Background: an optimization exercise with open tools, aiming at small area. Do not read the settings as production practice.
RTL that was checked went through simulation tests only; none was proved equivalent to the original.
The RTL of runs 1 and 2 was laid out without a check of its function.
The clock cells of runs 6 and 7 come from the design's own scripts or RTL, not from TritonCTS.
The clock input has no modelled driver; a real chip could not lean on it and would need a root buffer or a full tree.
Power and IR drop assume default switching activity.

[design.v]
module SEDE (input clk,
	     input rst,
	     input [7:0] pix_data,
	     output reg valid,
	     output reg [7:0] edge_out,
	     output reg busy);
	reg [8*32-1:0] sp;    
	reg [8*34-1:0] sn;    
	always @(posedge clk) begin
		sp <= {sp[8*31-1:0], pix_data};
		sn <= {sn[8*33-1:0], ~sp[8*31 +: 8]};
	end
	wire [7:0] na = sn[8*33 +: 8];   
	wire [7:0] nb = sn[8*32 +: 8];   
	wire [7:0] nc = sn[8*1  +: 8];   
	wire [7:0] pd = sp[8*31 +: 8];   
	wire [7:0] pe = sp[8*0  +: 8];   
	wire [7:0] pf = pix_data;        
	reg [10:0] cnt;
	always @(posedge clk or posedge rst)
		if (rst)
			cnt <= 11'h7ff;
		else if (!(cnt[10] & !cnt[9]))
			cnt <= cnt + 1'b1;
	wire [10:0] t;
	wire w1, w2;
	sede_fa u_w1 (.a(na[0]), .b(nb[0]), .c(nc[0]), .s(w1), .co(w2));
	wire w3, w4;
	sede_fa u_w3 (.a(pd[0]), .b(pe[0]), .c(w1), .s(w3), .co(w4));
	wire w5, w6;
	sede_ha u_w5 (.a(w3), .b(pf[0]), .s(w5), .co(w6));
	wire w7, w8;
	sede_fa u_w7 (.a(na[1]), .b(nb[1]), .c(nc[1]), .s(w7), .co(w8));
	wire w9, w10;
	sede_fa u_w9 (.a(pd[1]), .b(pe[1]), .c(w2), .s(w9), .co(w10));
	wire w11, w12;
	sede_fa u_w11 (.a(w7), .b(w4), .c(w9), .s(w11), .co(w12));
	wire w13, w14;
	sede_fa u_w13 (.a(w11), .b(pf[1]), .c(w6), .s(w13), .co(w14));
	wire w15 = ~w13;
	wire w16, w17;
	sede_fa u_w16 (.a(na[2]), .b(nb[2]), .c(nc[2]), .s(w16), .co(w17));
	wire w18, w19;
	sede_fa u_w18 (.a(pd[2]), .b(pe[2]), .c(w8), .s(w18), .co(w19));
	wire w20, w21;
	sede_fa u_w20 (.a(w16), .b(w10), .c(w18), .s(w20), .co(w21));
	wire w22, w23;
	sede_fa u_w22 (.a(w12), .b(w20), .c(pf[2]), .s(w22), .co(w23));
	wire w24, w25;
	sede_fa u_w24 (.a(w22), .b(w14), .c(w13), .s(w24), .co(w25));
	wire w26, w27;
	sede_fa u_w26 (.a(na[3]), .b(nb[3]), .c(nc[3]), .s(w26), .co(w27));
	wire w28, w29;
	sede_fa u_w28 (.a(pd[3]), .b(pe[3]), .c(w17), .s(w28), .co(w29));
	wire w30, w31;
	sede_fa u_w30 (.a(w26), .b(w19), .c(w28), .s(w30), .co(w31));
	wire w32, w33;
	sede_fa u_w32 (.a(w21), .b(w30), .c(pf[3]), .s(w32), .co(w33));
	wire w34, w35;
	sede_fa u_w34 (.a(w23), .b(w32), .c(w25), .s(w34), .co(w35));
	wire w36, w37;
	sede_fa u_w36 (.a(na[4]), .b(nb[4]), .c(nc[4]), .s(w36), .co(w37));
	wire w38, w39;
	sede_fa u_w38 (.a(pd[4]), .b(pe[4]), .c(w27), .s(w38), .co(w39));
	wire w40, w41;
	sede_fa u_w40 (.a(w36), .b(w29), .c(w38), .s(w40), .co(w41));
	wire w42, w43;
	sede_fa u_w42 (.a(w31), .b(w40), .c(pf[4]), .s(w42), .co(w43));
	wire w44, w45;
	sede_fa u_w44 (.a(w33), .b(w42), .c(w35), .s(w44), .co(w45));
	wire w46, w47;
	sede_fa u_w46 (.a(na[5]), .b(nb[5]), .c(nc[5]), .s(w46), .co(w47));
	wire w48, w49;
	sede_fa u_w48 (.a(pd[5]), .b(pe[5]), .c(w37), .s(w48), .co(w49));
	wire w50, w51;
	sede_fa u_w50 (.a(w46), .b(w39), .c(w48), .s(w50), .co(w51));
	wire w52, w53;
	sede_fa u_w52 (.a(w41), .b(w50), .c(pf[5]), .s(w52), .co(w53));
	wire w54, w55;
	sede_fa u_w54 (.a(w43), .b(w52), .c(w45), .s(w54), .co(w55));
	wire w56, w57;
	sede_fa u_w56 (.a(na[6]), .b(nb[6]), .c(nc[6]), .s(w56), .co(w57));
	wire w58, w59;
	sede_fa u_w58 (.a(pd[6]), .b(pe[6]), .c(w47), .s(w58), .co(w59));
	wire w60, w61;
	sede_fa u_w60 (.a(w56), .b(w49), .c(w58), .s(w60), .co(w61));
	wire w62, w63;
	sede_fa u_w62 (.a(w51), .b(w60), .c(pf[6]), .s(w62), .co(w63));
	wire w64, w65;
	sede_fa u_w64 (.a(w53), .b(w62), .c(w55), .s(w64), .co(w65));
	wire w66, w67;
	sede_fa u_w66 (.a(na[7]), .b(nb[7]), .c(nc[7]), .s(w66), .co(w67));
	wire w68, w69;
	sede_fa u_w68 (.a(pd[7]), .b(pe[7]), .c(w57), .s(w68), .co(w69));
	wire w70, w71;
	sede_fa u_w70 (.a(w66), .b(w59), .c(w68), .s(w70), .co(w71));
	wire w72, w73;
	sede_fa u_w72 (.a(w61), .b(w70), .c(pf[7]), .s(w72), .co(w73));
	wire w74, w75;
	sede_fa u_w74 (.a(w63), .b(w72), .c(w65), .s(w74), .co(w75));
	wire w76, w77;
	sede_fa u_w76 (.a(w67), .b(w69), .c(w71), .s(w76), .co(w77));
	wire w78, w79;
	sede_fa u_w78 (.a(w76), .b(w73), .c(w75), .s(w78), .co(w79));
	wire w80, w81;
	sede_ha u_w80 (.a(w77), .b(w79), .s(w80), .co(w81));
	assign t = {w81, w80, w78, w74, w64, w54, w44, w34, w24, w15, w5};
	wire border = (cnt[10:6] == 5'd0) || (cnt[4:1] == 4'd0) || cnt[10];
	reg [7:0] res;
	always @(*) begin
		if (border || t[10] || (t[9] & t[8]))   
			res = 8'd0;
		else if (!t[9])                         
			res = 8'hff;
		else
			res = ~t[7:0];
	end
	always @(posedge clk)
		edge_out <= res;
	always @(*) begin
		busy = cnt[10];
		valid = (cnt >= 11'd34);
	end
endmodule
module sede_fa (input a, input b, input c, output s, output co);
	assign s = a ^ b ^ c;
	assign co = (a & b) | (a & c) | (b & c);
endmodule
module sede_ha (input a, input b, output s, output co);
	assign s = a ^ b;
	assign co = a & b;
endmodule
[flow/run.sh]
#!/bin/bash
# Standard layout, with CTS told not to add dummy balancing loads and the
# port buffers made with the smallest buffer cell.
set -euo pipefail
bash standard.sh finish \
  "CTS_ARGS=-sink_clustering_enable -repair_clock_nets -dont_use_dummy_load -sink_clustering_size 30 -sink_clustering_max_diameter 60 -buf_list {sky130_fd_sc_hd__clkbuf_16}" \
  "BUFFER_PORTS_ARGS=-buffer_cell sky130_fd_sc_hd__buf_1" > standard.log 2>&1
[standard.sh]
#!/bin/bash
# synth_recipe.tcl (not shown) runs the flow's synth.tcl, then flattens the netlist and writes it again
# the make line also repeats each setting of config.mk as NAME=value (left out here)
make -C /OpenROAD-flow-scripts/flow DESIGN_CONFIG=/design/flow/config.mk WORK_HOME=/design/flow/orfs CLKGATE_MAP_FILE= SYNTH_SCRIPT=/design/flow/synth_recipe.tcl "${@:-finish}"
[config.mk]
export PLATFORM = sky130hd
export DESIGN_NAME = SEDE
export DESIGN_NICKNAME = SEDE
export VERILOG_FILES = /design/flow/design.v
export SDC_FILE = /design/flow/constraint.sdc
export NUM_CORES = 4
export LEC_CHECK = 0
export CAP_MARGIN = 20
export CORE_MARGIN = 2
export CORE_UTILIZATION = 60
export SLEW_MARGIN = 20
export SYNTH_HIERARCHICAL = 1
export SYNTH_MINIMUM_KEEP_SIZE = 0
[constraint.sdc]
create_clock -name core_clock -period 10.0 [get_ports {clk}]
set_input_delay 2.0000 -clock core_clock [delete_from_list [all_inputs] [get_ports {clk}]]
set_output_delay 2.0000 -clock core_clock [all_outputs]
set_load 0.01 [all_outputs]
==> results.tsv, run 1 <==
metric	value	unit
Main synth FF type	dfxtp_1	
Worst Skew	40.3	ps
Antenna Cells	0	
Hold Path Cell Cnt	0	
Die W	147	um
internal power	2.75	mW
outcome	no timing/DRC/antenna violations	
Hold Path End	sn[144]$_DFF_P_	
post-layout worst setup margin	3850	ps
die outline height	147	um
CTS-repair resized insts	0	
critical path type	flop to flop	
Total GRT Usage	0.127	
peak supply drop	0.192	mV
sw frac	0.190	
main area contributors after synthesis	dfxtp_1 (88%), fa_1 (6.2%), dfstp_2 (2.4%)	
Comb pwr share	0.027	
Switch Pwr	0.647	mW
CP Capture Type	flop	
RSZ-0062 raised after global routing	no	
first-pass GRT wire length	22000	um
mean area per synthesized cell	19.0	um^2
1st-iter DRT viols	157	
Avg WL per Cell	13.4	um
setup_tns	0	ps
Worst R2R Start	sn[264]$_DFF_P_	
Pre-antenna DRT Iters	4	
Slew Limit Fails	0	
RR Endpoint	edge_out[5]$_SDFF_PP0_	
CTS Buffer Depth	3	
Min-Delay Path Class	flop to flop	
Post-Route WL	12800	um
Worst-path clk slew	100	ps
antenna violations before repair	0	
Critical Path AT	6590	ps
Tightest Pin Transition	731	ps
DIE AREA	21600	um^2
cts bufs inserted	25	
Net Count, Synth	698	
Seq pwr share	0.673	
final number of setup-violating endpoints	0	
Worst setup startpoint	sn[264]$_DFF_P_	
pre-CTS setup slack	3310	ps
DR vias	4134	
# IOs	20	
Final Cell Area	13300	um^2
clk latency of the worst-skew pair	530	ps
FFs w/ async S/R, synth	0.0201	
layout cells sized above 1	0.0654	
hpwl dp	7420	um
# nets final	742	
Worst Hold Launch	sn[136]$_DFF_P_	
R2R Setup Slk	3850	ps
Synth Warn #	7	
largest net degree at the start of global routing	31	
clk sinks	547	
Seq cells post-synth	547	
leakage power total	5.46	nW
IO Port Bufs	19	
Starting Density	0.608	
layout overhead on the synthesized area	8.26	%
vias in the first global route	4424	
Core Util, Final	0.658	
number of synthesized flops with an enable pin	0	
PwrDens	256	nW/um^2
worst-path fanout max	9	
Unique masters post-synth	24	
Remaining DRCs	0	
CTS root buffer	clkbuf_16	
Post-CTS Hold Buffers	0	
Seq/Total Area, Yosys	0.899	
vias per cell	4.32	
Final GP Congestion	0.766	
Hold Fails Final Rpt	0	
fin crit period	6150	ps
Area after DPL	12600	um^2
Placeable Area	20200	um^2
FF-to-FF path depth	15	
GRT overflow	0	
Yosys top cell by area	dfxtp_1	
Final period util	0.615	
Cell Area, Synth	12300	um^2
Clock power frac	0.300	
Worst setup SP type	flop	
Worst EP required	10440	ps
H-tree depth	1	
Yosys top cell area share	0.876	
CTS tree	done	
Max Cap Viol	0	
ANT nets after route	0	
# rows	52	
Synth Instances	646	
slew margin rel.	0.511	
fmax	163	MHz
postcts setup bufs	0	
[placed cells by master, fill, tap and decap left out, types with 3 or more instances in the layout]
cell type,Yosys,layout
a211oi_1,8,8
nor2_1,3,3
xnor2_1,3,3
nor3_1,3,3
clkbuf_16,0,25
nand2_1,5,5
nor4b_4,3,3
dfstp_2,11,11
inv_1,10,10
ha_1,4,4
buf_1,0,19
xor2_1,6,6
dfxtp_1,536,536
fa_1,38,38
[worst max-delay path: stages, from the launching register on]
cell      delay, ps
dfxtp_1         330
fa_1            490
fa_1            400
fa_1            490
fa_1            540
fa_1            410
fa_1            390
fa_1            380
fa_1            390
fa_1            380
fa_1            390
fa_1            380
ha_1            400
a211oi_1        280
nand2_2         160
a211oi_1        240
[through the flow]
step	instances	total power [mW]	hold slack (ps)
after detailed placement	933	2.43	312
after CTS	958	3.44	284
final	958	3.40	278
after floorplan	646	2.40	310
after global placement	933	2.43	310
after global routing	958	3.54	283
[power groups by stage]
stage	clock (mW)	combinational, mW	sequential, mW
after floorplan	0	0.0738	2.33
after global placement	0	0.0919	2.34
after detailed placement	0	0.0921	2.34
after CTS	1.05	0.0935	2.29
after global routing	1.14	0.108	2.30
final	1.02	0.0914	2.29
[registers in the layout, indices dropped and copies added, names as in the netlist]
name,cells
edge_out,8
sn,272
cnt,11
sp,256
[worst max path at each step]
stage | to
floorplan | edge_out[0]$_SDFF_PP0_
global placement | edge_out[0]$_SDFF_PP0_
global route | edge_out[4]$_SDFF_PP0_
CTS | edge_out[5]$_SDFF_PP0_
finish | edge_out[5]$_SDFF_PP0_
detailed placement | edge_out[5]$_SDFF_PP0_
[per-module statistics from Yosys (local to each module, per instance)]
module | cells | flip-flops and latches | area, um^2 | times used
SEDE | 606 | 547 | 11500 | 1
sede_fa | 1 | 0 | 20.0 | 38
sede_ha | 1 | 0 | 12.5 | 2
[per-layer routing]
layer,wire (um),vias up,track usage
li1,-,2065,-
met1,6980,1988,0.202
met2,5060,57,0.178
met3,502,24,0.0301
met4,301,0,0.0337
met5,0,-,0
[cells in the mapped netlist (all sizes together), types with 3 or more instances]
master,number
dfxtp,536
inv,10
fa,38
nor4b,3
a211oi,8
nor2,3
nor3,5
xor2,6
nand2,6
dfstp,11
ha,4
xnor2,3
[cell type report]
cell class,count,area [um^2]
sequential,547,11000
inverter,10,37.5
multi-input combinational,87,1170
timing repair buffer,19,71.3
tap,270,338
clock buffer,25,626
fill,1411,6900
[kinds of logic after synthesis]
logic type      synth area share
fa+ha+maj                 0.0662
mux                     0.000919
simple gates              0.0165
flops                      0.899
xor+xnor                 0.00643
buf+inv                  0.00490
compound gates           0.00572
==> run 2: changes to the inputs <==
==> flow/run.sh (replaced) <==
#!/bin/bash
# Standard layout, with CTS told not to add dummy balancing loads and the
# port buffers made with the smallest buffer cell.
set -euo pipefail
bash standard.sh finish \
  "CTS_ARGS=-sink_clustering_enable -repair_clock_nets -dont_use_dummy_load -sink_clustering_size 25 -sink_clustering_max_diameter 50 -buf_list {sky130_fd_sc_hd__clkbuf_8 sky130_fd_sc_hd__clkbuf_16}" \
  "BUFFER_PORTS_ARGS=-buffer_cell sky130_fd_sc_hd__buf_1" > standard.log 2>&1
==> run 2 against run 1 <==
Register-to-register slack about the same; sequential power hardly changed; largest power group unchanged; synthesized area unchanged; critical path depth decreased by 1; final cell count rose by 0.94%; power rose by 5.5%; still clean on timing, DRC and antenna; first-iteration DRC count is 17% lower; flip-flop and latch count stayed put; clock skew up 1.6 ps; non-clock buffer count stayed put.
==> results.tsv, run 2 <==
metric	value	unit	change
IO Port Bufs	19		unchanged
Remaining DRCs	0		unchanged
CTS root buffer	clkbuf_16		unchanged
layout cells sized above 1	0.0775		was 0.0654
final number of setup-violating endpoints	0		unchanged
Hold Fails Final Rpt	0		unchanged
Yosys top cell by area	dfxtp_1		unchanged
FFs w/ async S/R, synth	0.0201		unchanged
first-pass GRT wire length	22200	um	was 22000 um
Slew Limit Fails	0		unchanged
Die W	147	um	unchanged
Post-Route WL	12800	um	about the same
vias per cell	4.34		was 4.32
critical path type	primary input to flop		was flop to flop
Switch Pwr	0.676	mW	was 0.647 mW
DIE AREA	21600	um^2	unchanged
CP Capture Type	flop		unchanged
RSZ-0062 raised after global routing	no		unchanged
Total GRT Usage	0.130		was 0.127
DR vias	4194		was 4134
# rows	52		unchanged
CTS-repair resized insts	0		unchanged
1st-iter DRT viols	131		was 157
Min-Delay Path Class	flop to flop		unchanged
number of synthesized flops with an enable pin	0		unchanged
Layout Cells excl Fill	967		was 958
leakage power total	5.57	nW	was 5.46 nW
Seq/Total Area, Yosys	0.899		unchanged
most frequent cells in the layout	dfxtp_1 (536), fa_1 (38), clkbuf_16 (34), buf_1 (19), dfstp_2 (11)		was dfxtp_1 (536), fa_1 (38), clkbuf_16 (25), buf_1 (19), dfstp_2 (11)
count leader, synth	dfxtp_1		unchanged
Main synth FF type	dfxtp_1		unchanged
Placeable Area	20200	um^2	unchanged
Starting Density	0.608		unchanged
Unique masters post-synth	24		unchanged
Tightest Pin Transition	727	ps	was 731 ps
Yosys top cell area share	0.876		unchanged
setup_tns	0	ps	unchanged
Final Cell Area	13500	um^2	was 13300 um^2
mean area per synthesized cell	19.0	um^2	unchanged
Net Count, Synth	698		unchanged
Area after DPL	12600	um^2	unchanged
Seq cells post-synth	547		unchanged
die outline height	147	um	unchanged
# IOs	20		unchanged
H-tree depth	2		was 1
Core Util, Final	0.669		was 0.658
Worst EP required	10390	ps	was 10440 ps
Worst-path clk slew	70	ps	was 100 ps
outcome	no timing/DRC/antenna violations		unchanged
Worst setup SP type	primary input		was flop
PwrDens	266	nW/um^2	was 256 nW/um^2
hpwl dp	7420	um	unchanged
Worst Skew	41.9	ps	was 40.3 ps
fmax	162	MHz	was 163 MHz
Inst Count DP	933		unchanged
Seq pwr share	0.638		was 0.673
clk sinks	547		unchanged
max reg flops	272		unchanged
largest net degree at the start of global routing	26		was 31
largest reg by FF count	sn		unchanged
Commonest cells post-synth	dfxtp_1 (536), fa_1 (38), dfstp_2 (11)		unchanged
worst-path fanout max	9		unchanged
Final GP Congestion	0.766		unchanged
Critical Path AT	6560	ps	was 6590 ps
postcts setup bufs	0		unchanged
internal power	2.91	mW	was 2.75 mW
peak supply drop	0.186	mV	was 0.192 mV
Comb pwr share	0.025		was 0.027
Clock power frac	0.336		was 0.300
Post-CTS Hold Buffers	0		unchanged
WHS	300	ps	was 278 ps
main area contributors after synthesis	dfxtp_1 (88%), fa_1 (6.2%), dfstp_2 (2.4%)		unchanged
sw frac	0.188		was 0.190
CTS Buffer Depth	3		unchanged
Pre-antenna DRT Iters	4		unchanged
Max Cap Viol	0		unchanged
Synth Warn #	7		unchanged
Antenna Cells	0		unchanged
layout overhead on the synthesized area	10.1	%	was 8.26%
GRT overflow	0		unchanged
ANT nets after route	0		unchanged
Final period util	0.617		was 0.615
most common cell after layout, fill and taps aside	dfxtp_1		unchanged
vias in the first global route	4537		was 4424
Synth Instances	646		unchanged
clk latency of the worst-skew pair	510	ps	was 530 ps
cts bufs inserted	34		was 25
fin crit period	6170	ps	was 6150 ps
# nets final	751		was 742
Largest regs	sn: 272 flops, sp: 256 flops, cnt: 11 flops		unchanged
antenna violations before repair	0		unchanged
Avg WL per Cell	13.3	um	was 13.4 um
slew margin rel.	0.515		was 0.511
CTS tree	done		unchanged
Cell Area, Synth	12300	um^2	unchanged
## run 2: cell counts after synthesis
No cell type changed its count.
## run 2: worst max-delay path, stage by stage
cell and delay, ps:
buf_1 90, ha_1 190, fa_1 490, fa_1 410, fa_1 390, fa_1 380
fa_1 390, fa_1 380, fa_1 390, fa_1 380, ha_1 400, a211oi_1 280
nand2_2 160, a211oi_1 220
## run 2: power by group through the flow
stage	Sequential (mW)	Combinational (mW)	Clock (mW)
after floorplan	2.33	0.0738	0
after global placement	2.34	0.0919	0
after detailed placement	2.34	0.0921	0
after CTS	2.29	0.0935	1.25
after global routing	2.30	0.109	1.33
final	2.29	0.0914	1.21
## run 2: logic make-up (layout without fill, tap and decap cells)
group	Yosys count	in the layout	share of synthesized area
flops	547	547	0.899
compound gates	10	10	0.00572
fa+ha+maj	42	42	0.0662
simple gates	25	25	0.0165
mux	1	1	0.000919
buf+inv	12	63	0.00490
xor+xnor	9	9	0.00643
## run 2: cell type report
cell class / count / area [um^2]
Multi-Input combinational cell: 87 / 1170
Clock buffer: 34 / 851
Sequential cell: 547 / 11000
Tap cell: 270 / 338
Inverter: 10 / 37.5
Fill cell: 1389 / 6680
Timing Repair Buffer: 19 / 71.3
## run 2: Yosys stat by module, one instance, submodules excluded
module   area (um^2)  times used  flip-flops and latches
sede_ha         12.5           2                       0
sede_fa         20.0          38                       0
SEDE           11500           1                     547
## run 2: path summary, 6_finish.rpt
kind | depth (start not counted) | to | start | slack, ps
worst max-delay path | 14 | edge_out[5]$_SDFF_PP0_ | pix_data[0] | 3830
worst min-delay path | 0 | sn[9]$_DFF_P_ | sn[1]$_DFF_P_ | 300
worst max register to register | 15 | edge_out[5]$_SDFF_PP0_ | sn[265]$_DFF_P_ | 3850
worst min register to register | 0 | sn[9]$_DFF_P_ | sn[1]$_DFF_P_ | 300
max in group asynchronous | 2 | cnt[7]$_DFFE_PP1N_ | rst | 8190
min in group asynchronous | 2 | cnt[9]$_DFFE_PP1N_ | rst | 1760
## run 2: metrics by stage
step / power [mW] / setup WS [ps]
floorplan: 2.40 / 3690
global placement: 2.43 / 3430
detailed placement: 2.43 / 3310
CTS: 3.63 / 3810
global route: 3.73 / 3500
finish: 3.59 / 3830
## run 2: metal layers
layer / track usage / share of wire / vias to the layer above
met1: 0.200 / 0.54 / 2020
met4: 0.0505 / 0.022 / 0
li1: - / - / 2090
met3: 0.0335 / 0.041 / 23
met5: 0 / 0 / -
met2: 0.180 / 0.39 / 61
==> run 3: changes to the inputs <==
--- a/design.v
+++ b/design.v
@@ -17,11 +17,23 @@
 	wire [7:0] pe = sp[8*0  +: 8];   
 	wire [7:0] pf = pix_data;        
 	reg [10:0] cnt;
+	wire en = ~cnt[10] | cnt[9];
+	wire [10:0] inc;
+	wire [10:0] cy;
+	sede_ha u_inc0 (.a(cnt[0]), .b(en), .s(inc[0]), .co(cy[0]));
+	genvar gi;
+	generate
+		for (gi = 1; gi < 10; gi = gi + 1) begin : g_inc
+			sede_ha u_inc (.a(cnt[gi]), .b(cy[gi-1]), .s(inc[gi]), .co(cy[gi]));
+		end
+	endgenerate
+	assign inc[10] = cnt[10] ^ cy[9];
+	assign cy[10] = 1'b0;
 	always @(posedge clk or posedge rst)
 		if (rst)
 			cnt <= 11'h7ff;
-		else if (!(cnt[10] & !cnt[9]))
-			cnt <= cnt + 1'b1;
+		else
+			cnt <= inc;
 	wire [10:0] t;
 	wire w1, w2;
 	sede_fa u_w1 (.a(na[0]), .b(nb[0]), .c(nc[0]), .s(w1), .co(w2));
@@ -106,15 +118,8 @@
 	sede_ha u_w80 (.a(w77), .b(w79), .s(w80), .co(w81));
 	assign t = {w81, w80, w78, w74, w64, w54, w44, w34, w24, w15, w5};
 	wire border = (cnt[10:6] == 5'd0) || (cnt[4:1] == 4'd0) || cnt[10];
-	reg [7:0] res;
-	always @(*) begin
-		if (border || t[10] || (t[9] & t[8]))   
-			res = 8'd0;
-		else if (!t[9])                         
-			res = 8'hff;
-		else
-			res = ~t[7:0];
-	end
+	wire zero = border | t[10] | (t[9] & t[8]);
+	wire [7:0] res = ~({8{zero}} | ({8{t[9]}} & t[7:0]));
 	always @(posedge clk)
 		edge_out <= res;
 	always @(*) begin
==> flow/run.sh (replaced) <==
#!/bin/bash
# Standard layout, with CTS told not to add dummy balancing loads and the
# port buffers made with the smallest buffer cell.
set -euo pipefail
bash standard.sh finish \
  "CTS_ARGS=-sink_clustering_enable -repair_clock_nets -dont_use_dummy_load -sink_clustering_size 30 -sink_clustering_max_diameter 60 -buf_list {sky130_fd_sc_hd__clkbuf_16}" \
  "BUFFER_PORTS_ARGS=-buffer_cell sky130_fd_sc_hd__buf_1" > standard.log 2>&1
--- a/config.mk
+++ b/config.mk
@@ -5,6 +5,7 @@
 export SDC_FILE = /design/flow/constraint.sdc
 export NUM_CORES = 4
 export LEC_CHECK = 0
+export ABC_AREA = 1
 export CAP_MARGIN = 20
 export CORE_MARGIN = 2
 export CORE_UTILIZATION = 60
==> run 3 against run 2 <==
Core utilization fell by 1.0 points; critical endpoint is now edge_out[3]$_DFF_P_; critical path type is now flop to flop; clock-buffer cell count down 8; combinational power grew 7.8%.
==> results.tsv, run 3 <==
metric	value	unit	change
outcome	no timing/DRC/antenna violations		unchanged
vias per cell	4.23		was 4.34
Slowest-stage cell, CP	fa_1		unchanged
# IOs	20		unchanged
CTS Buffer Depth	3		unchanged
Seq/Total Area, Yosys	0.907		was 0.899
Cell Area, Synth	12100	um^2	was 12300 um^2
Remaining DRCs	0		unchanged
Yosys top cell by area	dfxtp_1		unchanged
Seq cells post-synth	547		unchanged
RSZ-0062 raised after global routing	no		unchanged
Slew Limit Fails	0		unchanged
main area contributors after synthesis	dfxtp_1 (88%), fa_1 (6.3%), dfstp_2 (2.4%)		was dfxtp_1 (88%), fa_1 (6.2%), dfstp_2 (2.4%)
first-pass GRT wire length	22200	um	unchanged
count leader, synth	dfxtp_1		unchanged
Min-Delay Path Class	flop to flop		unchanged
CTS root buffer	clkbuf_16		unchanged
Multi-input gate area	1040	um^2	was 1170 um^2
Net Count, Synth	707		was 698
CTS-repair resized insts	0		unchanged
Worst path most repeated cell	fa_1		unchanged
Placeable Area	20000	um^2	was 20200 um^2
pre-CTS setup slack	3450	ps	was 3310 ps
clk sinks	547		unchanged
IO Port Bufs	19		unchanged
mean area per synthesized cell	18.8	um^2	was 19.0 um^2
setup_tns	0	ps	unchanged
antenna violations before repair	0		unchanged
Worst setup SP type	flop		was primary input
Starting Density	0.606		was 0.608
Power Total	3.43	mW	was 3.59 mW
critical path type	flop to flop		was primary input to flop
Post-Route WL	12900	um	was 12800 um
Largest regs	sn: 272 flops, sp: 256 flops, cnt: 11 flops		unchanged
Total GRT Usage	0.130		about the same
worst path cell trace	fa_1 -> fa_1 -> fa_1 -> fa_1 -> fa_1 -> fa_1 -> fa_1 -> fa_1 -> fa_1 -> fa_1 -> fa_1 -> ha_1 -> nand2_1 -> nand2_1 -> inv_2 -> nand3_4 -> nor2_1		was buf_1 -> ha_1 -> fa_1 -> fa_1 -> fa_1 -> fa_1 -> fa_1 -> fa_1 -> fa_1 -> fa_1 -> ha_1 -> a211oi_1 -> nand2_2 -> a211oi_1
largest reg by FF count	sn		unchanged
Main synth FF type	dfxtp_1		unchanged
layout cells sized above 1	0.0564		was 0.0775
Final period util	0.601		was 0.617
Avg WL per Cell	13.4	um	was 13.3 um
largest net degree at the start of global routing	31		was 26
# rows	52		unchanged
Worst EP required	10440	ps	was 10390 ps
Register Area	11000	um^2	unchanged
# nets final	753		was 751
hpwl dp	7420	um	about the same
peak supply drop	0.164	mV	was 0.186 mV
Antenna Cells	0		unchanged
leakage power total	5.55	nW	was 5.57 nW
Commonest cells post-synth	dfxtp_1 (536), fa_1 (38), inv_1 (19)		was dfxtp_1 (536), fa_1 (38), dfstp_2 (11)
Unique masters post-synth	13		was 24
Synth Instances	647		was 646
Yosys top cell area share	0.883		was 0.876
slew margin rel.	0.739		was 0.515
Core Util, Final	0.659		was 0.669
final number of setup-violating endpoints	0		unchanged
post-layout worst setup margin	3990	ps	was 3830 ps
most common cell after layout, fill and taps aside	dfxtp_1		unchanged
GRT overflow	0		unchanged
Max Cap Viol	0		unchanged
die outline height	146	um	was 147 um
most frequent cells in the layout	dfxtp_1 (536), fa_1 (38), clkbuf_16 (26), inv_1 (19), buf_1 (19)		was dfxtp_1 (536), fa_1 (38), clkbuf_16 (34), buf_1 (19), dfstp_2 (11)
Tightest Pin Transition	392	ps	was 727 ps
layout overhead on the synthesized area	8.63	%	was 10.1%
clk latency of the worst-skew pair	560	ps	was 510 ps
Synth Warn #	7		unchanged
Pre-antenna DRT Iters	3		was 4
1st-iter DRT viols	138		was 131
WHS	277	ps	was 300 ps
Hold Fails Final Rpt	0		unchanged
cts bufs inserted	26		was 34
filler cell count	1436		was 1389
DIE AREA	21400	um^2	was 21600 um^2
fmax	167	MHz	was 162 MHz
worst-path fanout max	9		unchanged
number of synthesized flops with an enable pin	0		unchanged
Worst-path clk slew	100	ps	was 70 ps
DR vias	4062		was 4194
Worst Skew	53.5	ps	was 41.9 ps
Post-CTS Hold Buffers	0		unchanged
ANT nets after route	0		unchanged
fin crit period	6010	ps	was 6170 ps
H-tree depth	1		was 2
CP Capture Type	flop		unchanged
CTS tree	done		unchanged
postcts setup bufs	0		unchanged
vias in the first global route	4334		was 4537
Final GP Congestion	0.806		was 0.766
FFs w/ async S/R, synth	0.0201		unchanged
CP peak stage delay	510	ps	was 490 ps
Die W	146	um	was 147 um
Critical Path AT	6440	ps	was 6560 ps
PwrDens	260	nW/um^2	was 266 nW/um^2
max reg flops	272		unchanged
run 3: changes by cell type in the layout (fill, tap and decap cells not counted), moves of 6 or more:
cell,previous run,this run
nor2_1,3,14
inv_1,10,19
a211oi_1,8,0
clkbuf_16,34,26
ha_1,4,12
nand2_1,5,11
run 3: Yosys stat by module (local to each module, per instance):
module / flip-flops and latches / copies in the design / cells
sede_ha: 0 / 12 / 1
SEDE: 547 / 1 / 597
sede_fa: 0 / 38 / 1
run 3: layer usage:
| metal | track usage | up-vias | wire length [um] |
|---|---|---|---|
| met4 | 0.0417 | 0 | 332 |
| met3 | 0.0294 | 23 | 509 |
| met5 | 0 | - | 0 |
| li1 | - | 2032 | - |
| met1 | 0.205 | 1957 | 7060 |
| met2 | 0.180 | 50 | 4990 |
run 3: logic make-up after synthesis:
logic type / synth area share
xor+xnor: 0.000721
buf+inv: 0.00711
compound gates: 0.000618
flops: 0.907
simple gates: 0.00958
fa+ha+maj: 0.0750
run 3: worst max-delay path, delay by kind of cell (launching register included):
family,cells,cell delay [ps]
buffers and inverters,1,60
adder cells (fa/ha/maj),12,5090
flip-flops,1,330
AND/OR/NAND/NOR,4,440
run 3: power by group:
part	total (mW)	leakage, nW	internal, mW	switching [mW]
Sequential	2.29	4.59	2.26	0.0241
Clock	1.05	0.320	0.464	0.583
Combinational	0.0985	0.642	0.0436	0.0549
run 3: stage by stage:
step / area [um^2] / std cells
6_report: 13200 / 961
5_1_grt: 13200 / 961
4_1_cts: 13200 / 961
3_5_place_dp: 12500 / 935
3_3_place_gp: 12500 / 935
2_1_floorplan: 12100 / 647
run 3: final cells by class:
cell class	count	area share
Clock buffer	26	0.0493
Sequential cell	547	0.835
Inverter	20	0.00569
Multi-Input combinational cell	79	0.0791
Timing Repair Buffer	19	0.00540
Tap cell	270	0.0256
run 3: worst paths after layout:
path,slack [ps],to,from,cells past startpoint
max in group asynchronous,8250,cnt[4]$_DFF_PP1_,rst,2
setup reg to reg,3990,edge_out[3]$_DFF_P_,sn[265]$_DFF_P_,17
hold / removal,280,sn[239]$_DFF_P_,sn[231]$_DFF_P_,0
min in group asynchronous,1670,cnt[1]$_DFF_PP1_,rst,2
hold reg to reg,280,sn[239]$_DFF_P_,sn[231]$_DFF_P_,0
setup / recovery,3990,edge_out[3]$_DFF_P_,sn[265]$_DFF_P_,17
==> run 4: changes to the inputs <==
==> flow/run.sh (replaced) <==
#!/bin/bash
# Standard layout, with CTS told not to add dummy balancing loads and the
# port buffers made with the smallest buffer cell.
set -euo pipefail
bash standard.sh finish \
  "CTS_ARGS=-sink_clustering_enable -repair_clock_nets -dont_use_dummy_load -sink_clustering_size 40 -sink_clustering_max_diameter 50 -buf_list {sky130_fd_sc_hd__clkbuf_16}" \
  "BUFFER_PORTS_ARGS=-buffer_cell sky130_fd_sc_hd__buf_1" > standard.log 2>&1
--- a/config.mk
+++ b/config.mk
@@ -8,7 +8,8 @@
 export ABC_AREA = 1
 export CAP_MARGIN = 20
 export CORE_MARGIN = 2
-export CORE_UTILIZATION = 60
+export CORE_UTILIZATION = 75
+export PLACE_DENSITY = 0.85
 export SLEW_MARGIN = 20
 export SYNTH_HIERARCHICAL = 1
 export SYNTH_MINIMUM_KEEP_SIZE = 0
==> run 4 against run 3 <==
The flow now stops in 4_1_cts; synthesized area stayed put; synthesized cell count is the same.
==> results.tsv, run 4 <==
metric	value	unit	change
Commonest cells post-synth	dfxtp_1 (536), fa_1 (38), inv_1 (19)		unchanged
Post-CTS Hold Buffers	0		unchanged
Final GP Congestion	0.773		was 0.806
Net Count, Synth	707		unchanged
Synth Instances	647		unchanged
Fail Step	4_1_cts		
# rows	46		was 52
main area contributors after synthesis	dfxtp_1 (88%), fa_1 (6.3%), dfstp_2 (2.4%)		unchanged
Starting Density	0.765		was 0.606
Synth Warn #	7		unchanged
Seq cells post-synth	547		unchanged
clk sinks	547		unchanged
hpwl dp	9080	um	was 7420 um
CTS-repair resized insts	0		unchanged
Main synth FF type	dfxtp_1		unchanged
cts bufs inserted	28		was 26
Die W	131	um	was 146 um
outcome	stopped before the end		was no timing/DRC/antenna violations
CTS root buffer	clkbuf_16		unchanged
Seq/Total Area, Yosys	0.907		unchanged
Cell Area, Synth	12100	um^2	unchanged
Yosys top cell by area	dfxtp_1		unchanged
# IOs	20		unchanged
Unique masters post-synth	13		unchanged
IO Port Bufs	19		unchanged
die outline height	131	um	was 146 um
Yosys top cell area share	0.883		unchanged
Inst Count DP	881		was 935
FFs w/ async S/R, synth	0.0201		unchanged
first error	[ERROR DPL-0033] detailed placement checks failed during check placement.		
number of synthesized flops with an enable pin	0		unchanged
mean area per synthesized cell	18.8	um^2	unchanged
H-tree depth	1		unchanged
CTS Buffer Depth	3		unchanged
count leader, synth	dfxtp_1		unchanged
postcts setup bufs	0		unchanged
-- run 4: cell counts after synthesis --
No cell type changed its count.
-- run 4: how the worst min path moves through the flow --
stage	cells past startpoint	start	to	slack, ps
3_3_place_gp	0	sp[246]$_DFF_P_	sp[254]$_DFF_P_	310
2_1_floorplan	0	sn[92]$_DFF_P_	sn[100]$_DFF_P_	310
3_5_place_dp	0	sn[215]$_DFF_P_	sn[223]$_DFF_P_	310
-- run 4: cells by family after synthesis --
kind of cell	after synthesis	share of synthesized area
adder cells (fa/ha/maj)	50	0.0750
AND/OR/NAND/NOR	27	0.00958
AO/OA/AOI/OAI	1	0.000618
XOR/XNOR	1	0.000721
buffers and inverters	21	0.00711
flip-flops	547	0.907
-- run 4: power by group through the flow --
stage / sequential, mW / clock, mW / combinational (mW)
2_1_floorplan: 2.33 / 0 / 0.0824
3_3_place_gp: 2.34 / 0 / 0.0952
3_5_place_dp: 2.34 / 0 / 0.109
-- run 4: per-stage QoR --
step                      utilization  instance area [um^2]  power, mW  hold WS (ps)  setup slack [ps]
after floorplan                     -                 12100       2.41           310              3900
after global placement          0.786                 12500       2.43           312              3590
after detailed placement        0.786                 12500       2.45           312              3370
-- run 4: modules after synthesis (local to each module, per instance) --
module | flops+latches | cells inside | copies in the design | cell area (um^2)
SEDE | 547 | 597 | 1 | 11200
sede_ha | 0 | 1 | 12 | 12.5
sede_fa | 0 | 1 | 38 | 20.0
==> run 5: changes to the inputs <==
==> flow/run.sh (replaced) <==
#!/bin/bash
# Standard layout, with CTS told not to add dummy balancing loads and the
# port buffers made with the smallest buffer cell.
set -euo pipefail
bash standard.sh finish \
  "CTS_ARGS=-sink_clustering_enable -repair_clock_nets -dont_use_dummy_load -sink_clustering_size 36 -sink_clustering_max_diameter 60 -buf_list {sky130_fd_sc_hd__clkbuf_16}" \
  "BUFFER_PORTS_ARGS=-buffer_cell sky130_fd_sc_hd__buf_1" > standard.log 2>&1
==> run 5 against run 4 <==
Now clean on timing, DRC and antenna; synthesized area unchanged; synthesized cell count unchanged.
==> results.tsv, run 5 <==
metric	value	unit	change
Antenna Cells	0		
Critical Path AT	6820	ps	
largest net degree at the start of global routing	37		
Final period util	0.640		
postcts setup bufs	0		unchanged
Seq/Total Area, Yosys	0.907		unchanged
Largest regs	sn: 272 flops, sp: 256 flops, cnt: 11 flops		
Multi-input gate area	1040	um^2	
Comb pwr share	0.036		
Worst EP required	10420	ps	
Post-CTS Hold Buffers	0		unchanged
mean area per synthesized cell	18.8	um^2	unchanged
Slew Limit Fails	0		
main area contributors after synthesis	dfxtp_1 (88%), fa_1 (6.3%), dfstp_2 (2.4%)		unchanged
Final Cell Area	13000	um^2	
most frequent cells in the layout	dfxtp_1 (536), fa_1 (38), inv_1 (19), clkbuf_16 (19), buf_1 (19)		
first-pass GRT wire length	29000	um	
Worst setup SP type	flop		
Total GRT Usage	0.226		
Placeable Area	15900	um^2	
fin crit period	6400	ps	
Yosys top cell area share	0.883		unchanged
Commonest cells post-synth	dfxtp_1 (536), fa_1 (38), inv_1 (19)		unchanged
Clock power frac	0.277		
Tightest Pin Transition	455	ps	
Power Total	3.34	mW	
DIE AREA	17200	um^2	
count leader, synth	dfxtp_1		unchanged
filler cell count	713		
Yosys top cell by area	dfxtp_1		unchanged
Max Cap Viol	0		
WHS	310	ps	
Min-Delay Path Class	flop to flop		
RR Endpoint	edge_out[7]$_DFF_P_		
Cell Area, Synth	12100	um^2	unchanged
Worst Hold Launch	sp[146]$_DFF_P_		
hpwl dp	9080	um	unchanged
Seq pwr share	0.687		
# nets final	746		
setup_tns	0	ps	
Worst R2R Start	sn[8]$_DFF_P_		
max reg flops	272		
critical path type	flop to flop		
Area after DPL	12500	um^2	unchanged
Switch Pwr	0.681	mW	
Hold Path Cell Cnt	0		
Die W	131	um	unchanged
die outline height	131	um	unchanged
Avg WL per Cell	20.3	um	
Remaining DRCs	0		
final number of setup-violating endpoints	0		
Register Area	11000	um^2	
R2R Setup Slk	3600	ps	
CTS root buffer	clkbuf_16		unchanged
Main synth FF type	dfxtp_1		unchanged
Pre-antenna DRT Iters	4		
clk sinks	547		unchanged
antenna violations before repair	0		
Inst Count DP	881		unchanged
worst-path fanout max	9		
layout overhead on the synthesized area	6.63	%	
ANT nets after route	0		
IO Port Bufs	19		unchanged
Starting Density	0.765		unchanged
CP Capture Type	flop		
clk latency of the worst-skew pair	520	ps	
CTS-repair resized insts	0		unchanged
peak supply drop	0.202	mV	
DR vias	4229		
most common cell after layout, fill and taps aside	dfxtp_1		
# IOs	20		unchanged
slew margin rel.	0.696		
H-tree depth	1		unchanged
Worst-path clk slew	120	ps	
cts bufs inserted	19		was 28
RSZ-0062 raised after global routing	no		
sw frac	0.204		
Hold Fails Final Rpt	0		
Synth Warn #	7		unchanged
Final GP Congestion	0.773		unchanged
Synth Instances	647		unchanged
Net Count, Synth	707		unchanged
leakage power total	5.47	nW	
Worst Skew	28.6	ps	
largest reg by FF count	sn		
Unique masters post-synth	13		unchanged
internal power	2.66	mW	
PwrDens	258	nW/um^2	
number of synthesized flops with an enable pin	0		unchanged
vias per cell	4.70		
outcome	no timing/DRC/antenna violations		was stopped before the end
vias in the first global route	4949		
# rows	46		unchanged
Layout Cells excl Fill	900		
FFs w/ async S/R, synth	0.0201		unchanged
layout cells sized above 1	0.0468		
1st-iter DRT viols	204		
GRT overflow	0		
Post-Route WL	18300	um	
CTS Buffer Depth	3		unchanged
FF-to-FF path depth	17		
Seq cells post-synth	547		unchanged
CTS tree	done		
fmax	156	MHz	
Hold Path End	sp[154]$_DFF_P_		
==> run 5: cell families (layout without fill, tap and decap cells) <==
logic type / count (synthesis) / after routing / share of synthesized area
AO/OA/AOI/OAI: 1 / 1 / 0.000618
XOR/XNOR: 1 / 1 / 0.000721
adder cells (fa/ha/maj): 50 / 50 / 0.0750
buffers and inverters: 21 / 58 / 0.00711
flip-flops: 547 / 547 / 0.907
AND/OR/NAND/NOR: 27 / 27 / 0.00958
==> run 5: per-module statistics from Yosys (local to each module, per instance) <==
module   cells  flops+latches  area (um^2)  copies in the design
sede_fa      1              0         20.0                    38
sede_ha      1              0         12.5                    12
SEDE       597            547        11200                     1
==> run 5: cell type report <==
cell class | count | share of cell area
sequential | 547 | 0.851
multi-input combinational | 79 | 0.0805
clock buffer | 19 | 0.0367
tap | 216 | 0.0209
inverter | 20 | 0.00579
timing repair buffer | 19 | 0.00551
==> run 5: critical path: stages, from the launching register on <==
cell and delay [ps]:
dfxtp_1 420, fa_1 450, fa_1 420, fa_1 510, fa_1 570, fa_1 430, fa_1 410, fa_1 430
fa_1 440, fa_1 410, fa_1 390, fa_1 390, ha_1 430, nand2_1 140, nand2_1 80, inv_2 70
nand3_4 130, nor2_1 180
==> run 5: power groups by stage <==
stage	clock network (mW)	registers, mW	logic, mW
detailed placement	0	2.34	0.109
CTS	0.939	2.30	0.124
global route	1.01	2.30	0.135
floorplan	0	2.33	0.0824
finish	0.926	2.30	0.121
global placement	0	2.34	0.0952
==> run 5: per-stage QoR <==
step / setup WS, ps / utilization
after floorplan: 3900 / -
after global placement: 3590 / 0.786
after detailed placement: 3370 / 0.786
after CTS: 3610 / 0.816
after global routing: 3410 / 0.816
final: 3600 / 0.816
==> run 5: worst max-delay path by stage <==
| stage | from | end | cells after the start |
|---|---|---|---|
| after CTS | sn[8]$_DFF_P_ | edge_out[7]$_DFF_P_ | 17 |
| after global placement | pix_data[0] | edge_out[0]$_DFF_P_ | 16 |
| after floorplan | pix_data[0] | edge_out[0]$_DFF_P_ | 16 |
| after detailed placement | pix_data[0] | edge_out[2]$_DFF_P_ | 16 |
| after global routing | sn[8]$_DFF_P_ | edge_out[6]$_DFF_P_ | 17 |
| final | sn[8]$_DFF_P_ | edge_out[7]$_DFF_P_ | 17 |
==> run 5: layer usage <==
metal / track usage / wire, um
met1: 0.284 / 7760
met3: 0.0351 / 518
met5: 0 / 0
met2: 0.411 / 9470
met4: 0.0640 / 503
==> run 6: changes to the inputs <==
==> flow/run.sh (replaced) <==
#!/bin/bash
# Standard layout, except that the clock tree is built by flow/mycts.tcl
# (root buffer -> 4 inverters -> 20 inverters -> flip-flops) and the port
# buffers use the smallest buffer cell. Output of the make run goes to
# standard.log; ORFS keeps each step's log under orfs/logs.
set -euo pipefail
export MYCTS_NLEAF=20
export MYCTS_NMID=4
export MYCTS_LEAF=sky130_fd_sc_hd__inv_8
export MYCTS_MID=sky130_fd_sc_hd__inv_8
export MYCTS_ROOT=sky130_fd_sc_hd__clkbuf_8
bash standard.sh finish \
  "PRE_CTS_TCL=$PWD/flow/mycts.tcl" \
  "BUFFER_PORTS_ARGS=-buffer_cell sky130_fd_sc_hd__buf_1" > standard.log 2>&1
==> flow/mycts.tcl (new file) <==
# Clock tree built by hand, in place of TritonCTS. cts.tcl sources this file
# (PRE_CTS_TCL) and then calls clock_tree_synthesis, which this file redefines.
#
# Tree: clk port -> one root buffer -> MID inverters -> LEAF inverters -> flops.
# Two inversions, so every flop still sees the rising edge of clk. The flops
# are split into LEAF groups of (near) equal size by recursive bisection of
# their placement, and each group gets one inverter at its centre; the leaf
# inverters are grouped the same way under the MID inverters.

proc mycts_env { name default } {
  if { [info exists ::env($name)] && $::env($name) ne "" } { return $::env($name) }
  return $default
}

# items: list of {x y payload}; returns a list of n groups (lists of items)
proc mycts_split { items n } {
  if { $n <= 1 || [llength $items] <= 1 } { return [list $items] }
  set xs {}; set ys {}
  foreach it $items { lappend xs [lindex $it 0]; lappend ys [lindex $it 1] }
  set xs [lsort -integer $xs]; set ys [lsort -integer $ys]
  set w [expr {[lindex $xs end] - [lindex $xs 0]}]
  set h [expr {[lindex $ys end] - [lindex $ys 0]}]
  set key [expr {$w >= $h ? 0 : 1}]
  set sorted [lsort -integer -index $key $items]
  set n1 [expr {$n / 2}]
  set n2 [expr {$n - $n1}]
  set k [expr {int(round([llength $sorted] * double($n1) / $n))}]
  set a [lrange $sorted 0 [expr {$k - 1}]]
  set b [lrange $sorted $k end]
  return [concat [mycts_split $a $n1] [mycts_split $b $n2]]
}

proc mycts_centre { group } {
  set sx 0; set sy 0
  foreach it $group { set sx [expr {$sx + [lindex $it 0]}]; set sy [expr {$sy + [lindex $it 1]}] }
  set n [llength $group]
  return [list [expr {$sx / $n}] [expr {$sy / $n}]]
}

proc mycts_place { block inst x y } {
  # snap to the row grid; detailed_placement legalises afterwards
  set rows [$block getRows]
  set row [lindex $rows 0]
  set site [$row getSite]
  set sw [$site getWidth]
  set sh [$site getHeight]
  set core [$block getCoreArea]
  set x0 [$core xMin]; set y0 [$core yMin]
  set mw [[$inst getMaster] getWidth]
  set x [expr {$x - $mw / 2}]
  set x [expr {$x0 + (($x - $x0) / $sw) * $sw}]
  set y [expr {$y0 + (($y - $y0) / $sh) * $sh}]
  if { $x < $x0 } { set x $x0 }
  if { $y < $y0 } { set y $y0 }
  $inst setLocation $x $y
  $inst setPlacementStatus PLACED
}

proc mycts_driver { block master name x y innet } {
  set inst [odb::dbInst_create $block $master $name]
  mycts_place $block $inst $x $y
  set net [odb::dbNet_create $block "${name}_net"]
  $net setSigType CLOCK
  foreach it [$inst getITerms] {
    set mt [$it getMTerm]
    set sig [$mt getSigType]
    if { $sig eq "POWER" || $sig eq "GROUND" } { continue }
    if { [$mt getIoType] eq "OUTPUT" } {
      $it connect $net
    } else {
      $it connect $innet
    }
  }
  return [list $inst $net]
}

rename clock_tree_synthesis mycts_orig_clock_tree_synthesis
proc clock_tree_synthesis { args } {
  set nleaf [mycts_env MYCTS_NLEAF 14]
  set nmid [mycts_env MYCTS_NMID 3]
  set leafcell [mycts_env MYCTS_LEAF sky130_fd_sc_hd__clkinv_8]
  set midcell [mycts_env MYCTS_MID sky130_fd_sc_hd__clkinv_8]
  set rootcell [mycts_env MYCTS_ROOT sky130_fd_sc_hd__clkbuf_8]
  puts "mycts: $nleaf x $leafcell under $nmid x $midcell under $rootcell"

  set db [ord::get_db]
  set block [ord::get_db_block]
  set clknet [$block findNet clk]
  set leafm [$db findMaster $leafcell]
  set midm [$db findMaster $midcell]
  set rootm [$db findMaster $rootcell]

  set sinks {}
  foreach it [$clknet getITerms] {
    set inst [$it getInst]
    set bb [$inst getBBox]
    set x [expr {([$bb xMin] + [$bb xMax]) / 2}]
    set y [expr {([$bb yMin] + [$bb yMax]) / 2}]
    lappend sinks [list $x $y $it]
  }
  puts "mycts: [llength $sinks] sinks"
  foreach s $sinks { [lindex $s 2] disconnect }

  # root buffer at the centre of all sinks, fed by the clk port
  lassign [mycts_centre $sinks] cx cy
  lassign [mycts_driver $block $rootm "mycts_root" $cx $cy $clknet] rinst rnet

  set groups [mycts_split $sinks $nleaf]
  set leaves {}
  set i 0
  foreach g $groups {
    lassign [mycts_centre $g] x y
    lappend leaves [list $x $y $g $i]
    incr i
  }
  if { $nmid > 0 } {
    set mids [mycts_split $leaves $nmid]
  } else {
    set mids [list $leaves]
  }
  set j 0
  foreach mg $mids {
    if { $nmid > 0 } {
      lassign [mycts_centre $mg] x y
      lassign [mycts_driver $block $midm "mycts_mid_$j" $x $y $rnet] minst mnet
    } else {
      set mnet $rnet
    }
    foreach lf $mg {
      lassign $lf x y g i
      lassign [mycts_driver $block $leafm "mycts_leaf_$i" $x $y $mnet] linst lnet
      foreach s $g { [lindex $s 2] connect $lnet }
      puts "mycts: leaf $i under mid $j drives [llength $g] flops"
    }
    incr j
  }
  set_propagated_clock [all_clocks]
}
==> run 6 against run 5 <==
First-iteration DRC count is 10% lower; core utilization is 1.2 points lower; critical endpoint is now edge_out[2]$_DFF_P_; fmax is 4.3% higher.
==> results.tsv, run 6 <==
metric	value	unit	change
outcome	no timing/DRC/antenna violations		unchanged
met2 WL	6480	um	was 9470 um
ANT nets after route	0		unchanged
Tightest Pin Transition	403	ps	was 455 ps
count leader, synth	dfxtp_1		unchanged
Post-Route WL	14300	um	was 18300 um
layout cells sized above 1	0.0551		was 0.0468
Seq cells post-synth	547		unchanged
Final period util	0.614		was 0.640
antenna violations before repair	0		unchanged
FFs w/ async S/R, synth	0.0201		unchanged
Hold Fails Final Rpt	0		unchanged
Post-CTS Hold Buffers	0		unchanged
Net Count, Synth	707		unchanged
# nets final	752		was 746
die outline height	131	um	unchanged
Critical Path AT	6550	ps	was 6820 ps
Layout Cells excl Fill	906		was 900
Inst Count DP	881		unchanged
Min-Delay Path Class	flop to flop		unchanged
GRT overflow	0		unchanged
peak supply drop	0.216	mV	was 0.202 mV
setup_tns	0	ps	unchanged
fin crit period	6140	ps	was 6400 ps
highest routed layer	met4		unchanged
max reg flops	272		unchanged
vias per cell	4.50		was 4.70
PwrDens	247	nW/um^2	was 258 nW/um^2
Synth Warn #	7		unchanged
DR vias	4075		was 4229
CP Capture Type	flop		unchanged
Slew Limit Fails	0		unchanged
hpwl dp	9080	um	unchanged
largest net degree at the start of global routing	29		was 37
Worst Skew	15.1	ps	was 28.6 ps
Avg WL per Cell	15.8	um	was 20.3 um
Unique masters post-synth	13		unchanged
layout overhead on the synthesized area	5.06	%	was 6.63%
Largest regs	sn: 272 flops, sp: 256 flops, cnt: 11 flops		unchanged
Final GP Congestion	0.773		unchanged
Antenna Cells	0		unchanged
Yosys top cell area share	0.883		unchanged
postcts setup bufs	0		unchanged
fmax	163	MHz	was 156 MHz
main area contributors after synthesis	dfxtp_1 (88%), fa_1 (6.3%), dfstp_2 (2.4%)		unchanged
Core Util, Final	0.803		was 0.816
largest reg by FF count	sn		unchanged
filler cell count	823		was 713
Total GRT Usage	0.169		was 0.226
critical path type	primary input to flop		was flop to flop
Main synth FF type	dfxtp_1		unchanged
Placeable Area	15900	um^2	unchanged
Commonest cells post-synth	dfxtp_1 (536), fa_1 (38), inv_1 (19)		unchanged
Die W	131	um	unchanged
DIE AREA	17200	um^2	unchanged
Seq/Total Area, Yosys	0.907		unchanged
Yosys top cell by area	dfxtp_1		unchanged
mean area per synthesized cell	18.8	um^2	unchanged
clk latency of the worst-skew pair	470	ps	was 520 ps
Power Total	3.16	mW	was 3.34 mW
Remaining DRCs	0		unchanged
Cell Area, Synth	12100	um^2	unchanged
most frequent cells in the layout	dfxtp_1 (536), fa_1 (38), inv_8 (24), inv_1 (19), buf_1 (19)		was dfxtp_1 (536), fa_1 (38), inv_1 (19), clkbuf_16 (19), buf_1 (19)
number of synthesized flops with an enable pin	0		unchanged
# IOs	20		unchanged
met1 wire length	7020	um	was 7760 um
Worst setup SP type	primary input		was flop
leakage power total	5.38	nW	was 5.47 nW
Starting Density	0.765		unchanged
worst-path fanout max	9		unchanged
Synth Instances	647		unchanged
Max Cap Viol	0		unchanged
final number of setup-violating endpoints	0		unchanged
met3 WL	393	um	was 518 um
Worst EP required	10410	ps	was 10420 ps
CTS-repair resized insts	0		unchanged
Pre-antenna DRT Iters	4		unchanged
first-pass GRT wire length	23400	um	was 29000 um
Worst-path clk slew	120	ps	about the same
RSZ-0062 raised after global routing	no		unchanged
# rows	46		unchanged
WHS	329	ps	was 310 ps
1st-iter DRT viols	183		was 204
most common cell after layout, fill and taps aside	dfxtp_1		unchanged
IO Port Bufs	19		unchanged
slew margin rel.	0.731		was 0.696
vias in the first global route	4534		was 4949
## run 6: layout make-up
class	count	area (um^2)	area share
repair buffers	19	71.3	0.00559
inverters	44	345	0.0271
plain buffers	1	13.8	0.00108
flip-flops and latches	547	11000	0.863
well taps	216	270	0.0212
multi-input cells	79	1040	0.0818
## run 6: Yosys stat by module (local to each module, per instance)
module / times used / cells inside / flops+latches
SEDE: 1 / 597 / 547
sede_ha: 12 / 1 / 0
sede_fa: 38 / 1 / 0
## run 6: metrics by stage
step	setup slack, ps	cell area [um^2]
after detailed placement	3370	12500
after global routing	3670	12800
after global placement	3590	12500
after floorplan	3900	12100
after CTS	3840	12800
final	3860	12800
## run 6: cell families (layout without fill, tap and decap cells)
group,after synthesis,in the layout,share of synthesized area
adder cells (fa/ha/maj),50,50,0.0750
XOR/XNOR,1,1,0.000721
AO/OA/AOI/OAI,1,1,0.000618
buffers and inverters,21,64,0.00711
AND/OR/NAND/NOR,27,27,0.00958
flip-flops,547,547,0.907
## run 6: worst paths after layout
kind | start | endpoint | slack [ps] | depth (start not counted)
setup reg to reg | sn[264]$_DFF_P_ | edge_out[2]$_DFF_P_ | 3870 | 17
min in group asynchronous | rst | cnt[1]$_DFF_PP1_ | 1770 | 2
setup / recovery | pix_data[0] | edge_out[2]$_DFF_P_ | 3860 | 16
max in group asynchronous | rst | cnt[9]$_DFF_PP1_ | 8200 | 2
hold reg to reg | sp[167]$_DFF_P_ | sp[175]$_DFF_P_ | 330 | 0
hold / removal | sp[167]$_DFF_P_ | sp[175]$_DFF_P_ | 330 | 0
## run 6: power by group
group | internal [mW] | switching, mW | leakage [nW] | total [mW]
logic | 0.0457 | 0.0616 | 0.642 | 0.107
clock network | 0.0974 | 0.659 | 0.152 | 0.756
registers | 2.26 | 0.0267 | 4.59 | 2.29
total | 2.41 | 0.747 | 5.38 | 3.16
## run 6: critical path, stage by stage
cell     delay, ps
buf_1           90
ha_1           190
fa_1           490
fa_1           410
fa_1           390
fa_1           400
fa_1           420
fa_1           400
fa_1           390
fa_1           380
ha_1           430
nand2_1        130
nand2_1         70
inv_2           70
nand3_4        130
nor2_1         170
## run 6: metal layers
layer | global-route usage | up-vias
li1 | - | 2050
met1 | 0.249 | 1941
met2 | 0.277 | 50
met3 | 0.0193 | 34
met4 | 0.0423 | 0
met5 | 0 | -
==> run 7: changes to the inputs <==
--- a/flow/run.sh
+++ b/flow/run.sh
@@ -1,10 +1,10 @@
 #!/bin/bash
 # Standard layout, except that the clock tree is built by flow/mycts.tcl
-# (root buffer -> 4 inverters -> 20 inverters -> flip-flops) and the port
+# (root buffer -> 4 inverters -> 21 inverters -> flip-flops) and the port
 # buffers use the smallest buffer cell. Output of the make run goes to
 # standard.log; ORFS keeps each step's log under orfs/logs.
 set -euo pipefail
-export MYCTS_NLEAF=20
+export MYCTS_NLEAF=21
 export MYCTS_NMID=4
 export MYCTS_LEAF=sky130_fd_sc_hd__inv_8
 export MYCTS_MID=sky130_fd_sc_hd__inv_8
==> run 7 against run 6 <==
Power rose by 0.48%; critical path depth unchanged; global-route usage up 0.25 points; register-to-register slack is essentially flat; worst hold slack lost 2.7 ps; die area stayed put; critical endpoint unchanged; highest routed layer unchanged.
==> results.tsv, run 7 <==
metric	value	unit	change
Hold Path End	sp[230]$_DFF_P_		was sp[175]$_DFF_P_
ANT nets after route	0		unchanged
fmax	163	MHz	about the same
mean area per synthesized cell	18.8	um^2	unchanged
Post-Route WL	14500	um	was 14300 um
vias in the first global route	4512		was 4534
FFs w/ async S/R, synth	0.0201		unchanged
vias per cell	4.50		about the same
# nets final	753		was 752
sw frac	0.240		was 0.237
RSZ-0062 raised after global routing	no		unchanged
fin crit period	6150	ps	was 6140 ps
Unique masters post-synth	13		unchanged
max reg flops	272		unchanged
outcome	no timing/DRC/antenna violations		unchanged
R2R Setup Slk	3870	ps	about the same
number of synthesized flops with an enable pin	0		unchanged
Yosys top cell by area	dfxtp_1		unchanged
Seq cells post-synth	547		unchanged
Seq/Total Area, Yosys	0.907		unchanged
Critical Path AT	6550	ps	about the same
Worst-path clk slew	120	ps	about the same
final number of setup-violating endpoints	0		unchanged
Comb pwr share	0.034		about the same
die outline height	131	um	unchanged
Worst setup SP type	primary input		unchanged
1st-iter DRT viols	209		was 183
critical path type	primary input to flop		unchanged
Worst EP required	10400	ps	was 10410 ps
post-layout worst setup margin	3850	ps	was 3860 ps
first-pass GRT wire length	23600	um	was 23400 um
Total GRT Usage	0.172		was 0.169
Remaining DRCs	0		unchanged
pre-CTS setup slack	3370	ps	unchanged
Die W	131	um	unchanged
most frequent cells in the layout	dfxtp_1 (536), fa_1 (38), inv_8 (25), inv_1 (19), buf_1 (19)		was dfxtp_1 (536), fa_1 (38), inv_8 (24), inv_1 (19), buf_1 (19)
Worst path most repeated cell	fa_1		unchanged
Hold Path Cell Cnt	0		unchanged
DR vias	4082		was 4075
Final GP Congestion	0.773		unchanged
IO Port Bufs	19		unchanged
Starting Density	0.765		unchanged
CP Capture Type	flop		unchanged
leakage power total	5.39	nW	was 5.38 nW
FF-to-FF path depth	17		unchanged
worst path cell trace	buf_1 -> ha_1 -> fa_1 -> fa_1 -> fa_1 -> fa_1 -> fa_1 -> fa_1 -> fa_1 -> fa_1 -> ha_1 -> nand2_1 -> nand2_1 -> inv_2 -> nand3_4 -> nor2_1		unchanged
Main synth FF type	dfxtp_1		unchanged
main area contributors after synthesis	dfxtp_1 (88%), fa_1 (6.3%), dfstp_2 (2.4%)		unchanged
Clock power frac	0.243		was 0.240
worst-path fanout max	9		unchanged
largest reg by FF count	sn		unchanged
CP peak stage delay	490	ps	about the same
WP buf/inv	2		unchanged
hpwl dp	9080	um	unchanged
filler cell count	817		was 823
Commonest cells post-synth	dfxtp_1 (536), fa_1 (38), inv_1 (19)		unchanged
postcts setup bufs	0		unchanged
setup_tns	0	ps	unchanged
# rows	46		unchanged
Yosys top cell area share	0.883		unchanged
PwrDens	248	nW/um^2	was 247 nW/um^2
Hold Fails Final Rpt	0		unchanged
Post-CTS Hold Buffers	0		unchanged
Final period util	0.615		was 0.614
largest net degree at the start of global routing	28		was 29
RR Endpoint	edge_out[2]$_DFF_P_		unchanged
Max Cap Viol	0		unchanged
Placeable Area	15900	um^2	unchanged
Slew Limit Fails	0		unchanged
Tightest Pin Transition	397	ps	was 403 ps
Largest regs	sn: 272 flops, sp: 256 flops, cnt: 11 flops		unchanged
internal power	2.41	mW	about the same
Net Count, Synth	707		unchanged
most common cell after layout, fill and taps aside	dfxtp_1		unchanged
GRT overflow	0		unchanged
Pre-antenna DRT Iters	4		unchanged
Worst R2R Start	sn[264]$_DFF_P_		unchanged
Seq pwr share	0.723		was 0.726
Avg WL per Cell	16.0	um	was 15.8 um
count leader, synth	dfxtp_1		unchanged
CTS-repair resized insts	0		unchanged
antenna violations before repair	0		unchanged
Antenna Cells	0		unchanged
Cell Area, Synth	12100	um^2	unchanged
Worst Hold Launch	sp[222]$_DFF_P_		was sp[167]$_DFF_P_
CP delay by family, top	adder cells		unchanged
Synth Instances	647		unchanged
Worst Skew	23.9	ps	was 15.1 ps
DIE AREA	17200	um^2	unchanged
layout overhead on the synthesized area	5.15	%	was 5.06%
Switch Pwr	0.760	mW	was 0.747 mW
clk latency of the worst-skew pair	490	ps	was 470 ps
Slowest-stage cell, CP	fa_1		unchanged
Min-Delay Path Class	flop to flop		unchanged
layout cells sized above 1	0.0564		was 0.0551
peak supply drop	0.167	mV	was 0.216 mV
slew margin rel.	0.735		was 0.731
Synth Warn #	7		unchanged
# IOs	20		unchanged
==> run 7: modules after synthesis, one instance, submodules excluded <==
module | flops+latches | copies in the design | cells
SEDE | 547 | 1 | 597
sede_fa | 0 | 38 | 1
sede_ha | 0 | 12 | 1
==> run 7: layout make-up <==
class,count,area [um^2],area share
flip-flops and latches,547,11000,0.863
multi-input cells,79,1040,0.0817
inverters,45,357,0.0279
well taps,216,270,0.0212
repair buffers,19,71.3,0.00558
plain buffers,1,13.8,0.00108
==> run 7: how the worst max path moves through the flow <==
stage,start,to,cells after the start
global placement,pix_data[0],edge_out[0]$_DFF_P_,16
CTS,sn[264]$_DFF_P_,edge_out[2]$_DFF_P_,17
floorplan,pix_data[0],edge_out[0]$_DFF_P_,16
finish,pix_data[0],edge_out[2]$_DFF_P_,16
global route,sn[264]$_DFF_P_,edge_out[2]$_DFF_P_,17
detailed placement,pix_data[0],edge_out[2]$_DFF_P_,16
==> run 7: per-layer routing <==
| metal | vias to the layer above | wire length [um] | share of wire | GRT usage |
|---|---|---|---|---|
| li1 | 2047 | - | - | - |
| met1 | 1948 | 7040 | 0.49 | 0.251 |
| met2 | 55 | 6550 | 0.45 | 0.281 |
| met3 | 32 | 510 | 0.035 | 0.0255 |
| met4 | 0 | 377 | 0.026 | 0.0386 |
| met5 | - | 0 | 0 | 0 |
==> run 7: metrics by stage <==
step	hold WS, ps	total power [mW]	std cells	utilization	cell area (um^2)
2_1_floorplan	310	2.41	647	-	12100
5_1_grt	321	3.28	907	0.804	12800
3_5_place_dp	312	2.45	881	0.786	12500
4_1_cts	322	3.19	907	0.804	12800
3_3_place_gp	312	2.43	881	0.786	12500
6_report	326	3.17	907	0.804	12800
==> run 7: power groups by stage <==
stage / Combinational, mW / Sequential (mW) / Clock (mW)
5_1_grt: 0.124 / 2.30 / 0.854
3_3_place_gp: 0.0952 / 2.34 / 0
2_1_floorplan: 0.0824 / 2.33 / 0
6_report: 0.108 / 2.29 / 0.771
4_1_cts: 0.111 / 2.29 / 0.782
3_5_place_dp: 0.109 / 2.34 / 0
==> run 7: kinds of logic after synthesis <==
| group | count (synthesis) | share of synthesized area |
|---|---|---|
| simple gates | 27 | 0.00958 |
| flops | 547 | 0.907 |
| compound gates | 1 | 0.000618 |
| fa+ha+maj | 50 | 0.0750 |
| xor+xnor | 1 | 0.000721 |
| buf+inv | 21 | 0.00711 |
==> run 7: worst reg2reg max path, cell delays in order (launching register included) <==
cell     delay (ps)
dfxtp_1         340
fa_1            500
fa_1            410
fa_1            500
fa_1            550
fa_1            410
fa_1            390
fa_1            400
fa_1            410
fa_1            400
fa_1            390
fa_1            380
ha_1            430
nand2_1         130
nand2_1          70
inv_2            70
nand3_4         130
nor2_1          170

==> re-timing with driven ports <==
The flow's constraints put no driver on any port. The routed layouts listed below were extracted and timed again, unchanged, in two steps. Step 1, drivers: a clkbuf_16 drives clk and a buf_2 each remaining input, both assumed. Step 2 also shifts input and output timing later by t, the mid clock arrival at the registers, as if the neighbouring blocks saw the same clock. Slacks: ideal ports / drivers / drivers and shift; pairs: ideal ports / drivers.
| run | t, ns | slack for setup (ns) | worst setup path after step 2 | worst register clock-pin slew, ns | cell pins on the clock port's net |
|---|---|---|---|---|---|
| run 1 | 0.557 | 3.851 / 3.851 / 3.340 | input to register | 0.10 / 0.10 | 1 |
| run 2 | 0.538 | 3.832 / 3.852 / 3.316 | input to register | 0.09 / 0.09 | 1 |
| run 3 | 0.575 | 3.995 / 3.995 / 3.460 | input to register | 0.10 / 0.10 | 1 |
| run 5 | 0.548 | 3.598 / 3.598 / 3.116 | input to register | 0.12 / 0.12 | 1 |
| run 6 | 0.499 | 3.860 / 3.867 / 3.374 | input to register | 0.12 / 0.12 | 1 |
| run 7 | 0.506 | 3.853 / 3.864 / 3.358 | input to register | 0.12 / 0.12 | 1 |
After both steps every run listed still meets setup and hold. The setup slack of run 3, which loses most, moves by 0.000 ns with the drivers and by -0.535 ns with both steps.
